What follows belongs to an exercise in optimizing a design on an open flow for small area and few clock cycles; a production flow would make more cautious choices. In this exercise RTL edits were held to simulation tests only and were not proved equivalent to the original. Power and IR drop assume default switching activity.

## wip/sierra
// cpu
module cpu ( input clk,
             input reset,
             output [31:0] iaddr,
             input [31:0] idata,
             output [31:0] daddr,
             input [31:0] drdata,
             output [31:0] dwdata,
             output [3:0] dwe
           );
export LEC_CHECK = 0
export CAP_MARGIN = 20
export CORE_MARGIN = 2
export CORE_UTILIZATION = 30
export CTS_CLUSTER_DIAMETER = 100
export CTS_CLUSTER_SIZE = 20
export PLACE_DENSITY = 0.6
export SETUP_SLACK_MARGIN = 0.3
export SLEW_MARGIN = 20
export SYNTH_HIERARCHICAL = 1
create_clock -name core_clock -period 14.0 [get_ports {clk}]
standard.sh (not shown) runs the stock make flow with config.mk's settings and CLKGATE_MAP_FILE= SYNTH_SCRIPT=/design/flow/synth_recipe.tcl, a recipe that flattens the netlist after the stock synthesis.
==> flow/flow/run.sh <==
#!/bin/bash
# The standard layout (the standard.sh, unchanged synthesis and steps),
# with the port buffers made from buf_1 cells instead of the default cell
# and clock tree synthesis with clkbuf_8 buffers and no dummy loads.
set -euo pipefail
export BUFFER_PORTS_ARGS="-buffer_cell sky130_fd_sc_hd__buf_1"
export CTS_ARGS="-sink_clustering_enable -repair_clock_nets -dont_use_dummy_load -sink_clustering_size 16 -sink_clustering_max_diameter 80 -buf_list sky130_fd_sc_hd__clkbuf_8"
bash standard.sh > flow.log 2>&1
The final layout from wip/sierra, which completed every stage, passed the timing, DRC and antenna checks at the end of the flow.
Testbench counts of wip/sierra, summed over its fixed seeds: cycles 20,776.
#### Input delta (wip/violet over wip/sierra)
# wip/sierra
export LEC_CHECK = 0
export CAP_MARGIN = 20
export CORE_MARGIN = 2
export CORE_UTILIZATION = 30
export CTS_CLUSTER_DIAMETER = 100
export CTS_CLUSTER_SIZE = 20
export PLACE_DENSITY = 0.6
export SETUP_SLACK_MARGIN = 0.3
export SLEW_MARGIN = 20
export SYNTH_HIERARCHICAL = 1
create_clock -name core_clock -period 14.0 [get_ports {clk}]
# wip/violet
export LEC_CHECK = 0
export CAP_MARGIN = 20
export CORE_MARGIN = 2
export CORE_UTILIZATION = 30
export CTS_CLUSTER_DIAMETER = 100
export CTS_CLUSTER_SIZE = 20
export PLACE_DENSITY = 0.6
export SETUP_SLACK_MARGIN = 0.3
export SLEW_MARGIN = 25
export SYNTH_HIERARCHICAL = 1
create_clock -name core_clock -period 14.0 [get_ports {clk}]
- Status: post-layout instance area parity (wip/sierra, wip/violet)
- Reported for wip/violet and wip/sierra, layout sequential cell count turned out identical to the last digit.
- Post-detailed-placement half-perimeter wirelength of wip/violet is on par with wip/sierra.
- wip/sierra reports its class of the most critical setup path as input pin to primary output while wip/violet reports input pin to flip-flop.
- Fmax essentially unchanged between wip/sierra and wip/violet.
- Comparing wip/sierra with wip/violet, the post-route minimum period came out essentially unchanged.
- Across both runs, fraction of met1 tracks used by global routing was lower for wip/violet than for wip/sierra.
- Diff wip/sierra..wip/violet | global-route usage over all layers | negligible
- Re met3 global-route usage: wip/sierra was lower than wip/violet.
- Between wip/sierra and wip/violet, the core utilization figures differ only marginally.
- Routed wire length: wip/violet vs wip/sierra — no meaningful difference
#### Input delta (wip/harbor over wip/violet)
# wip/violet
export LEC_CHECK = 0
export CAP_MARGIN = 20
export CORE_MARGIN = 2
export CORE_UTILIZATION = 30
export CTS_CLUSTER_DIAMETER = 100
export CTS_CLUSTER_SIZE = 20
export PLACE_DENSITY = 0.6
export SETUP_SLACK_MARGIN = 0.3
export SLEW_MARGIN = 25
export SYNTH_HIERARCHICAL = 1
create_clock -name core_clock -period 14.0 [get_ports {clk}]
# wip/harbor
export LEC_CHECK = 0
export CAP_MARGIN = 20
export CORE_MARGIN = 2
export CORE_UTILIZATION = 30
export CTS_CLUSTER_DIAMETER = 100
export CTS_CLUSTER_SIZE = 20
export PLACE_DENSITY = 0.6
export SETUP_SLACK_MARGIN = 0.3
export SLEW_MARGIN = 30
export SYNTH_HIERARCHICAL = 1
create_clock -name core_clock -period 14.0 [get_ports {clk}]
==> flow/flow/run.sh <==
#!/bin/bash
# The standard layout (the standard.sh, unchanged synthesis and steps),
# with the port buffers made from buf_1 cells instead of the default cell
# and clock tree synthesis without dummy loads.
set -euo pipefail
export BUFFER_PORTS_ARGS="-buffer_cell sky130_fd_sc_hd__buf_1"
export CTS_ARGS="-sink_clustering_enable -repair_clock_nets -dont_use_dummy_load -sink_clustering_size 22 -sink_clustering_max_diameter 100"
bash standard.sh > flow.log 2>&1
### Flow results
Sort wip/harbor and wip/violet by worst hold slack, ascending, and wip/harbor comes first. The wire length of the first global-routing pass of wip/harbor was superior to that of wip/violet. Of wip/harbor and wip/violet, the higher share of cell area taken by multi-input logic gates belongs to wip/violet. | number of vias in the routed layout | wip/violet vs wip/harbor | ≈ equal |. The estimated power of wip/harbor ends up higher than the estimate for wip/violet. Going from wip/violet to wip/harbor, TritonCTS buffer count shrinks by 22. Utilization | wip/harbor above wip/violet.
The following lists how wip/delta was set up differently from wip/harbor:
==> flow/flow/run.sh <==
#!/bin/bash
# The standard layout (the standard.sh, unchanged synthesis and steps),
# with the port buffers made from buf_1 cells instead of the default cell
# and clock tree synthesis with clkbuf_8 buffers and no dummy loads.
set -euo pipefail
export BUFFER_PORTS_ARGS="-buffer_cell sky130_fd_sc_hd__buf_1"
export CTS_ARGS="-sink_clustering_enable -repair_clock_nets -dont_use_dummy_load -sink_clustering_size 14 -sink_clustering_max_diameter 80 -buf_list sky130_fd_sc_hd__clkbuf_8"
bash standard.sh > flow.log 2>&1
==> comparison <==
Looking at fmax, wip/delta sits 0.62% higher than wip/harbor does.
In wip/delta, worst setup slack is higher than in wip/harbor.
NOTE sum of internal, switching and leakage power wip/harbor->wip/delta decreased slightly
Diff wip/harbor -> wip/delta | number of antenna cells inserted | increase of 39%

==> port drivers added, routing unchanged <==
The flow's constraints put no driver on any port. The routed layouts listed below were extracted and timed again, unchanged, in two steps. Step 1 assumes that a clkbuf_16 drives the clock port and a buf_2 every other input. Step 2 times the ports against the registers' clock, not the clock port: input delays grow and output delays shrink by t, the midpoint of the rising clock arrivals with the driver on. Slacks: ideal / step 1 / step 2; pairs: ideal / step 1.
run	t, ns	setup WS [ns]	worst setup path after step 2
wip/sierra	0.865	0.946 / 0.835 / 0.150	input to register
wip/violet	0.826	0.945 / 0.922 / 0.167	input to register
wip/harbor	0.768	0.813 / 0.831 / 0.098	input to register
wip/delta	0.858	0.895 / 0.886 / 0.093	input to register
After both steps every run listed still meets setup and hold. The setup slack of wip/delta, which loses most, moves by -0.009 ns with the drivers and by -0.802 ns with both steps.
